Source: an optimization exercise on an open RTL-to-GDS flow (aim: small area and a short achievable clock period). Production flows keep margins and buffers that such runs may drop. RTL that was checked went through simulation tests only; none was proved equivalent to the original.

Setup of build 31:
// saw2sin
module saw2sin
( input  wire        i_clk
, input  wire [15:0] i_saw
, output logic [15:0] o_sin
);
Size in the first run: roughly 490 cells after synthesis, about 16 flip-flops.
clock: 70.0 ns
lec_check: 0
abc_area: 1
cap_margin: 20
core_margin: 2
core_utilization: 40
slew_margin: 20
synth_hierarchical: 1
standard.sh (not shown) runs the stock make flow with config.mk's settings and CLKGATE_MAP_FILE= SYNTH_SCRIPT=/design/flow/synth_recipe.tcl, a recipe that flattens the netlist after the stock synthesis.
==> flow/flow/run.sh <==
#!/bin/bash
# Own flow: the standard layout (standard.sh) with two changes.
#  1. Synthesis: ABC maps the combinational logic with flow/abc_area.script
#     (area-first mapping, then buffering and sizing) instead of ORFS's
#     abc_area.script.  It runs from a private copy of the ORFS scripts in
#     which only that file differs; synth_recipe.tcl (-nofsm -noshare,
#     flatten, rename) and everything else is the standard synthesis.
#  2. Layout: the port buffers that global placement inserts on every input
#     and output are sky130_fd_sc_hd__buf_1 cells, and ORFS's repair_timing
#     steps aim for 49.5 ns of setup slack (SETUP_SLACK_MARGIN) instead of 0,
#     so they size up the few gates on the slowest paths.  The clock period
#     and the SDC constraints are the design's, unchanged.
# Each tool's full output goes to synth.log / layout.log here (and ORFS's own
# per-step logs under orfs/logs/).
set -euo pipefail
rm -rf scripts_abc
cp -r "$FLOW_HOME/scripts" scripts_abc
cp flow/abc_area.script scripts_abc/abc_area.script
bash standard.sh SCRIPTS_DIR="$PWD/scripts_abc" synth > synth.log 2>&1
bash standard.sh SETUP_SLACK_MARGIN=49.5 "BUFFER_PORTS_ARGS=-buffer_cell sky130_fd_sc_hd__buf_1" finish > layout.log 2>&1
==> flow/flow/abc_area.script <==
strash
dch
map -a
topo
stime -c
buffer -c
upsize -c
dnsize -c
Relative to build 31, the following input files were edited for build 59:
# build 31
export LEC_CHECK = 0
export ABC_AREA = 1
export CAP_MARGIN = 20
export CORE_MARGIN = 2
export CORE_UTILIZATION = 40
export SLEW_MARGIN = 20
export SYNTH_HIERARCHICAL = 1
create_clock -name core_clock -period 70.0 [get_ports {i_clk}]
# build 59
export LEC_CHECK = 0
export ABC_AREA = 1
export CAP_MARGIN = 20
export CORE_MARGIN = 2
export CORE_UTILIZATION = 60
export SLEW_MARGIN = 20
export SYNTH_HIERARCHICAL = 1
create_clock -name core_clock -period 70.0 [get_ports {i_clk}]
diff --git a/flow/flow/run.sh b/flow/flow/run.sh
--- a/flow/flow/run.sh
+++ b/flow/flow/run.sh
@@ -9,3 +9,3 @@
 #     and output are sky130_fd_sc_hd__buf_1 cells, and ORFS's repair_timing
-#     steps aim for 49.5 ns of setup slack (SETUP_SLACK_MARGIN) instead of 0,
+#     steps aim for 49.7 ns of setup slack (SETUP_SLACK_MARGIN) instead of 0,
 #     so they size up the few gates on the slowest paths.  The clock period
@@ -19,2 +19,2 @@
 bash standard.sh SCRIPTS_DIR="$PWD/scripts_abc" synth > synth.log 2>&1
-bash standard.sh SETUP_SLACK_MARGIN=49.5 "BUFFER_PORTS_ARGS=-buffer_cell sky130_fd_sc_hd__buf_1" finish > layout.log 2>&1
+bash standard.sh SETUP_SLACK_MARGIN=49.7 "BUFFER_PORTS_ARGS=-buffer_cell sky130_fd_sc_hd__buf_1" finish > layout.log 2>&1
[summary]
- Build 59 ended with more effective utilization at floorplan than build 31.
- Utilization in build 59 is 24 points higher than in build 31
- Changes observed in build 59 relative to build 31: H-tree depth has remained practically unchanged; cell total after placement saw a decrease.
> inputs changed (build 59 -> build 80)
# build 59
export LEC_CHECK = 0
export ABC_AREA = 1
export CAP_MARGIN = 20
export CORE_MARGIN = 2
export CORE_UTILIZATION = 60
export SLEW_MARGIN = 20
export SYNTH_HIERARCHICAL = 1
create_clock -name core_clock -period 70.0 [get_ports {i_clk}]
# build 80
export LEC_CHECK = 0
export ABC_AREA = 1
export CAP_MARGIN = 20
export CORE_MARGIN = 2
export CORE_UTILIZATION = 40
export SLEW_MARGIN = 20
export SYNTH_HIERARCHICAL = 1
create_clock -name core_clock -period 70.0 [get_ports {i_clk}]
[summary]
[compare] base=build 59 new=build 80: count of plain and timing-repair buffers in the layout down 1. Compared with build 59, in build 80 fraction of the core area covered by cells at the end of the flow shrank by 24 points; setup slack grew by 0.12 ns; via count of the first global-routing pass shrank by 141. As far as delay of the slowest critical-path stage is concerned, build 80 and build 59 perform about the same. Build 80 ends up with a effective utilization at floorplan that is 22 points lower than in build 59. Ratio of routed vias to standard cells sits lower in build 80 than in build 59. Looking at post-layout instance area, build 80 sits above build 59.
Input-level comparison between build 71 and build 80:
# build 80
export LEC_CHECK = 0
export ABC_AREA = 1
export CAP_MARGIN = 20
export CORE_MARGIN = 2
export CORE_UTILIZATION = 40
export SLEW_MARGIN = 20
export SYNTH_HIERARCHICAL = 1
create_clock -name core_clock -period 70.0 [get_ports {i_clk}]
# build 71
export LEC_CHECK = 0
export ABC_AREA = 1
export CAP_MARGIN = 20
export CORE_MARGIN = 2
export CORE_UTILIZATION = 40
export CTS_BUF_LIST = sky130_fd_sc_hd__clkbuf_4
export CTS_CLUSTER_DIAMETER = 300
export CTS_CLUSTER_SIZE = 50
export PLACE_DENSITY = 0.75
export SLEW_MARGIN = 20
export SYNTH_HIERARCHICAL = 1
create_clock -name core_clock -period 70.0 [get_ports {i_clk}]
==> run summary <==
- Compare build 80 and build 71 | met3 demand-to-capacity share in global routing lower: build 71
- Looking at area added between synthesis and finish, build 71 sits 0.43 points above build 80.
- Final period demand of the worst path was lower in build 80 than in build 71.
- Going from build 80 to build 71, non-clock buffer count grew by about 11%; mapped cell area held steady; worst-margin pin slew grew by 0.0061 ns.
- | fraction of standard cell area that is sequential | build 80 vs build 71 | ≈ equal |
Edits applied to the flow inputs when going from build 71 to build 64:
# build 71
export LEC_CHECK = 0
export ABC_AREA = 1
export CAP_MARGIN = 20
export CORE_MARGIN = 2
export CORE_UTILIZATION = 40
export CTS_BUF_LIST = sky130_fd_sc_hd__clkbuf_4
export CTS_CLUSTER_DIAMETER = 300
export CTS_CLUSTER_SIZE = 50
export PLACE_DENSITY = 0.75
export SLEW_MARGIN = 20
export SYNTH_HIERARCHICAL = 1
create_clock -name core_clock -period 70.0 [get_ports {i_clk}]
# build 64
export LEC_CHECK = 0
export ABC_AREA = 1
export CAP_MARGIN = 20
export CORE_MARGIN = 2
export CORE_UTILIZATION = 40
export SLEW_MARGIN = 20
export SYNTH_HIERARCHICAL = 1
create_clock -name core_clock -period 70.0 [get_ports {i_clk}]
diff --git a/flow/flow/run.sh b/flow/flow/run.sh
--- a/flow/flow/run.sh
+++ b/flow/flow/run.sh
@@ -9,3 +9,3 @@
 #     and output are sky130_fd_sc_hd__buf_1 cells, and ORFS's repair_timing
-#     steps aim for 49.7 ns of setup slack (SETUP_SLACK_MARGIN) instead of 0,
+#     steps aim for 49.85 ns of setup slack (SETUP_SLACK_MARGIN) instead of 0,
 #     so they size up the few gates on the slowest paths.  The clock period
@@ -19,2 +19,2 @@
 bash standard.sh SCRIPTS_DIR="$PWD/scripts_abc" synth > synth.log 2>&1
-bash standard.sh SETUP_SLACK_MARGIN=49.7 "BUFFER_PORTS_ARGS=-buffer_cell sky130_fd_sc_hd__buf_1" finish > layout.log 2>&1
+bash standard.sh SETUP_SLACK_MARGIN=49.85 "BUFFER_PORTS_ARGS=-buffer_cell sky130_fd_sc_hd__buf_1" finish > layout.log 2>&1
### Flow results
On global-route usage over all layers, build 64 tracks build 71 almost exactly.
Compared with build 71, build 64 shows HPWL after detailed placement that has gone down by a few percent.
Final cell count came out lower on build 64 than on build 71.
NOTE pin count of the biggest net entering global routing build 71->build 64 increased by a few percent
On cell area, build 64 and build 71 are neck and neck.
Compared build 64 against build 71; area of combinational cells with multiple inputs within noise.
Build 64 reports a lower vias per cell than build 71 does.
Taking build 71 as the reference, in build 64 fraction of final layout cells sized beyond drive strength 1 increased 0.23 points; number of ordinary and repair buffers in the finished layout now sits lower.


saw2sin, a different RTL version from the one above (not shown whole).
Size in the first run: ~540 cells after synthesis, ~16 flip-flops, roughly 0.0040 mm2 of cells after synthesis.
Settings: LEC_CHECK=0, ABC_AREA=1, CAP_MARGIN=20, CORE_MARGIN=2, CORE_UTILIZATION=40, GPL_TIMING_DRIVEN=1, SLEW_MARGIN=20; clock period 70.0 ns.
==> flow/flow/run.sh <==
#!/bin/bash
# Own flow: the standard layout, with one change to synthesis: ABC maps the
# combinational logic with flow/abc_area.script (area-first mapping, then
# sizing) instead of ORFS's abc_area.script.  Everything else, including
# synth_recipe.tcl (-nofsm -noshare, flatten, rename), is the standard flow.
set -euo pipefail
rm -rf scripts_abc
cp -r "$FLOW_HOME/scripts" scripts_abc
cp flow/abc_area.script scripts_abc/abc_area.script
bash standard.sh SCRIPTS_DIR="$PWD/scripts_abc" synth > synth.log 2>&1
bash standard.sh finish > layout.log 2>&1
Scripts as last shown in full above: flow/flow/abc_area.script
Change:
==> flow/run.sh (new file) <==
#!/bin/bash
# synth_recipe.tcl (not shown) runs the flow's synth.tcl, then flattens the netlist and writes it again
# the make line also repeats each setting of config.mk as NAME=value (left out here)
make -C /OpenROAD-flow-scripts/flow DESIGN_CONFIG=/design/flow/config.mk WORK_HOME=/design/flow/orfs CLKGATE_MAP_FILE= SYNTH_SCRIPT=/design/flow/synth_recipe.tcl finish
--- a/flow/config.mk
+++ b/flow/config.mk
@@ -10,4 +10,3 @@
 export CORE_MARGIN = 2
 export CORE_UTILIZATION = 40
-export GPL_TIMING_DRIVEN = 1
 export SLEW_MARGIN = 20
removed: flow/flow/run.sh
removed: flow/flow/abc_area.script
removed: flow/standard.sh
The new run produced a clean layout.
Wire length rose by 19%.
Die area climbs by about 11%.
Core utilization came out lower by 1.2 points.
Worst hold slack loses 0.011 ns.
Clock-buffer cell count does not change.
Change:
==> flow/flow/run.sh (new file) <==
#!/bin/bash
# Own flow: the standard layout, with one change to synthesis: ABC maps the
# combinational logic with flow/abc_area.script (area-first mapping, then
# sizing) instead of ORFS's abc_area.script.  Everything else, including
# synth_recipe.tcl (-nofsm -noshare, flatten, rename), is the standard flow.
set -euo pipefail
rm -rf scripts_abc
cp -r "$FLOW_HOME/scripts" scripts_abc
cp flow/abc_area.script scripts_abc/abc_area.script
bash standard.sh SCRIPTS_DIR="$PWD/scripts_abc" synth > synth.log 2>&1
bash standard.sh finish > layout.log 2>&1
==> flow/flow/abc_area.script (new file) <==
strash
dch
map -a
topo
dnsize -c
==> flow/standard.sh (new file) <==
#!/bin/bash
# synth_recipe.tcl (not shown) runs the flow's synth.tcl, then flattens the netlist and writes it again
# the make line also repeats each setting of config.mk as NAME=value (left out here)
make -C /OpenROAD-flow-scripts/flow DESIGN_CONFIG=/design/flow/config.mk WORK_HOME=/design/flow/orfs CLKGATE_MAP_FILE= SYNTH_SCRIPT=/design/flow/synth_recipe.tcl "${@:-finish}"
removed: flow/run.sh
What happened: The new run finished clean; via count came out lower by 15%; wire length went down by about 20%; die area goes down by about 17%; synthesized cell count falls by about 23%; global-route usage drops by 1.7 points; flip-flop and latch count is unchanged; synthesized area falls by about 18%; clock-buffer cell count stays the same.
Change:
--- a/flow/flow/run.sh
+++ b/flow/flow/run.sh
@@ -9,3 +9,3 @@
 cp flow/abc_area.script scripts_abc/abc_area.script
 bash standard.sh SCRIPTS_DIR="$PWD/scripts_abc" synth > synth.log 2>&1
-bash standard.sh finish > layout.log 2>&1
+bash standard.sh "BUFFER_PORTS_ARGS=-buffer_cell sky130_fd_sc_hd__buf_2" finish > layout.log 2>&1
==> flow/flow/abc_area.script (replaced) <==
strash
dch
map -a
topo
stime -c
buffer -c
upsize -c
dnsize -c
Result:
- The new run went through all stages and came out clean
- via count drops slightly
- die area came out higher by a little under a tenth
- sequential cell count is unchanged
- cell area came out higher slightly
- worst hold slack is worse by 0.69 ns
- area after synthesis rose by a little under a tenth
- setup slack gets better by 1.6 ns
- fmax grows by a little under a tenth
- global-route usage goes up by 0.54 points
- count of clock-buffer cells in the layout is unchanged
- core utilization is lower by 4.3 points
Change:
--- a/flow/flow/run.sh
+++ b/flow/flow/run.sh
@@ -9,3 +9,3 @@
 cp flow/abc_area.script scripts_abc/abc_area.script
 bash standard.sh SCRIPTS_DIR="$PWD/scripts_abc" synth > synth.log 2>&1
-bash standard.sh "BUFFER_PORTS_ARGS=-buffer_cell sky130_fd_sc_hd__buf_2" finish > layout.log 2>&1
+bash standard.sh finish > layout.log 2>&1
Utilization went up by 1.8 points.
Critical path depth goes down by 3.
Synthesized area stays the same.
Worst setup slack gets worse by 0.22 ns.
Final cell count hardly moves.
Fmax came out lower by 1.0%.
Routed wire length falls by 1.6%.


saw2sin, a different RTL version from the one above (not shown whole).
Size: about 16 flip-flops, roughly 33 I/O pins.
==> flow/config.mk <==
export PLATFORM = sky130hd
export DESIGN_NAME = saw2sin
export DESIGN_NICKNAME = saw2sin
export VERILOG_FILES = /design/flow/design.v
export SDC_FILE = /design/flow/constraint.sdc
export NUM_CORES = 4
export LEC_CHECK = 0
export ABC_AREA = 1
export CAP_MARGIN = 20
export CORE_MARGIN = 2
export CORE_UTILIZATION = 40
export SLEW_MARGIN = 20
==> flow/constraint.sdc <==
create_clock -name core_clock -period 70.0 [get_ports {i_clk}]
set_input_delay 14.0000 -clock core_clock [delete_from_list [all_inputs] [get_ports {i_clk}]]
set_output_delay 14.0000 -clock core_clock [all_outputs]
set_load 0.01 [all_outputs]
run.sh (not shown) runs the stock make flow with config.mk's settings and CLKGATE_MAP_FILE= SYNTH_SCRIPT=/design/flow/synth_recipe.tcl, a recipe that flattens the netlist after the stock synthesis.
Stock flow here: none of the scripts above is used.
==> next run, changes <==
- CORE_UTILIZATION: 40 -> 65
Effect:
- hold slack degrades by 9.8 ps
- synthesized cell count does not change
- critical path depth stays the same
- area after synthesis does not change
- worst setup slack is better by 59 ps
- routed wire length came out lower by 8.1%
- cell area drops by 2.2%
- die area decreases by 37%
- via count rises by 6.6%
- fmax is about the same
==> next run, changes <==
- ABC_AREA: 1 -> default
- CORE_UTILIZATION: 65 -> 40
Non-clock buffer count climbs by 6.
Wire length increases by roughly a tenth.
Synthesized cell count grows by a few percent.
Critical path depth increases by 1.
Design area rises by roughly a tenth.
Setup slack degrades by 1800 ps.


## v39
Another version of the RTL of saw2sin (not shown whole).
Size in the first run: about 33 I/O pins.
clock: 70.0 ns
lec_check: 0
abc_area: 1
cap_margin: 20
core_margin: 2
core_utilization: 40
slew_margin: 20
synth_hierarchical: 1
standard.sh (not shown) runs the stock make flow with config.mk's settings and CLKGATE_MAP_FILE= SYNTH_SCRIPT=/design/flow/synth_recipe.tcl, a recipe that flattens the netlist after the stock synthesis.
==> flow/flow/run.sh <==
#!/bin/bash
# Own flow: the standard layout (standard.sh) with two changes.
#  1. Synthesis: ABC maps the combinational logic with flow/abc_area.script
#     (area-first mapping, then buffering and sizing) instead of ORFS's
#     abc_area.script.  It runs from a private copy of the ORFS scripts in
#     which only that file differs; synth_recipe.tcl (-nofsm -noshare,
#     flatten, rename) and everything else is the standard synthesis.
#  2. Layout: the port buffers that global placement inserts on every input
#     and output are sky130_fd_sc_hd__buf_1 cells.
# Each tool's full output goes to synth.log / layout.log here (and ORFS's own
# per-step logs under orfs/logs/).
set -euo pipefail
rm -rf scripts_abc
cp -r "$FLOW_HOME/scripts" scripts_abc
cp flow/abc_area.script scripts_abc/abc_area.script
bash standard.sh SCRIPTS_DIR="$PWD/scripts_abc" synth > synth.log 2>&1
bash standard.sh "BUFFER_PORTS_ARGS=-buffer_cell sky130_fd_sc_hd__buf_1" finish > layout.log 2>&1
==> flow/flow/abc_area.script <==
strash
dch
map -a
topo
stime -c
buffer -c
upsize -c
dnsize -c
Per the final summary, v39 finished and its layout is clean on timing, DRC and antenna.
#### Input delta (v30 over v39)
-- flow/flow/run.sh --
<<< v39, line 16
bash standard.sh SCRIPTS_DIR="$PWD/scripts_abc" synth > synth.log 2>&1
bash standard.sh "BUFFER_PORTS_ARGS=-buffer_cell sky130_fd_sc_hd__buf_1" finish > layout.log 2>&1
>>> v30, line 16
bash standard.sh SCRIPTS_DIR="$PWD/scripts_abc" synth > synth.log 2>&1
bash standard.sh SETUP_SLACK_MARGIN=50.2 "BUFFER_PORTS_ARGS=-buffer_cell sky130_fd_sc_hd__buf_1" finish > layout.log 2>&1
## What came out
v30 ends up with lower shortest clock period the worst path allows after layout than v39 does.
v30 ended up with a higher post-route cell area than v39 did.
Going from v39 to v30, core utilization +2.4 points, via count of the routed design +2.0%, met3 wirelength from detailed routing +about 4%.
### v30 -> v16
-- flow/flow/run.sh --
<<< v30, line 16
bash standard.sh SCRIPTS_DIR="$PWD/scripts_abc" synth > synth.log 2>&1
bash standard.sh SETUP_SLACK_MARGIN=50.2 "BUFFER_PORTS_ARGS=-buffer_cell sky130_fd_sc_hd__buf_1" finish > layout.log 2>&1
>>> v16, line 16
bash standard.sh SCRIPTS_DIR="$PWD/scripts_abc" synth > synth.log 2>&1
bash standard.sh SETUP_SLACK_MARGIN=49.7 "BUFFER_PORTS_ARGS=-buffer_cell sky130_fd_sc_hd__buf_1" finish > layout.log 2>&1
==> run summary <==
Part of the cycle the worst path needs: v16 vs v30 up 0.63 points. As far as count of mapped cells out of synthesis goes, v16 and v30 are indistinguishable; the numbers are identical. From v30 to v16 the numbers moved as follows: met2 track demand over resource went up; via count went down. Compared with v30, v16 ends up with less cell area. Cmp v16 vs v30: area growth from synthesis to final layout lower in v16. v16 vs. v30: antenna diode instance count was more or less identical, wire length now smaller, sequential share of layout area saw an increase, sum of met2 wire segment lengths after detailed routing decreased 140 um.
No functional check of the RTL was part of any run of this note.

-- separate check: timing with driven ports --
The flow's constraints put no driver on any port. The routed layouts listed below were extracted and timed again, unchanged, in two steps.
Step 1: set_driving_cell puts a clkbuf_16 on i_clk and a buf_2 on each other input, an assumption about the parent block.
Step 2 moves the port delays by t, midway between the first and last clock arrival at a register: inputs arrive t later, outputs are due t later. That takes back most of the time a late clock gives input paths.
a / b / c = no drivers / after step 1 / after step 2; a / b = the first two.
run | t, ns | setup slack, ns | hold slack, ns | worst setup path after step 2 | clock arrival spread, ns
build 31 | 0.260 | 49.923 / 49.924 / 49.664 | 14.370 / 14.367 / 14.402 | input to register | 0.003 / 0.003
build 59 | 0.274 | 49.986 / 49.990 / 49.717 | 14.147 / 14.142 / 14.408 | input to register | 0.009 / 0.009
build 80 | 0.260 | 50.102 / 50.102 / 49.843 | 14.370 / 14.367 / 14.402 | input to register | 0.003 / 0.003
build 71 | 0.292 | 49.970 / 49.971 / 49.679 | 14.329 / 14.327 / 14.411 | input to register | 0.005 / 0.005
build 64 | 0.260 | 50.189 / 50.189 / 49.930 | 14.370 / 14.367 / 14.402 | input to register | 0.003 / 0.003
the first run of note 2 | 0.267 | 48.415 / 48.416 / 48.149 | 14.853 / 14.856 / 14.754 | input to register | 0.001 / 0.002
the second run of note 2 | 0.269 | 49.178 / 49.180 / 48.911 | 14.842 / 14.849 / 14.755 | input to register | 0.004 / 0.004
the third run of note 2 | 0.263 | 46.984 / 46.981 / 46.718 | 14.886 / 14.889 / 14.754 | input to register | 0.001 / 0.000
the fourth run of note 2 | 0.269 | 48.632 / 48.635 / 48.366 | 14.198 / 14.194 / 14.412 | input to register | 0.001 / 0.001
the fifth run of note 2 | 0.267 | 48.415 / 48.416 / 48.149 | 14.853 / 14.856 / 14.754 | input to register | 0.001 / 0.002
the first run of note 3 | 0.266 | 49.904 / 49.912 / 49.646 | 14.962 / 14.959 / 14.752 | input to register | 0.001 / 0.002
the second run of note 3 | 0.275 | 49.963 / 49.967 / 49.692 | 14.952 / 14.953 / 14.755 | input to register | 0.002 / 0.002
the third run of note 3 | 0.273 | 48.148 / 48.153 / 47.880 | 14.951 / 14.952 / 14.747 | input to register | 0.003 / 0.002
v39 | 0.257 | 49.297 / 49.299 / 49.042 | 14.229 / 14.225 / 14.403 | input to register | 0.001 / 0.002
v30 | 0.257 | 50.505 / 50.494 / 50.237 | 14.230 / 14.226 / 14.403 | input to register | 0.001 / 0.002
v16 | 0.257 | 50.061 / 50.062 / 49.805 | 14.230 / 14.226 / 14.403 | input to register | 0.001 / 0.002
After both steps every run listed still meets setup and hold. For build 71, which loses most, drivers alone change the setup slack by +0.001 ns; drivers and shift together by -0.291 ns.
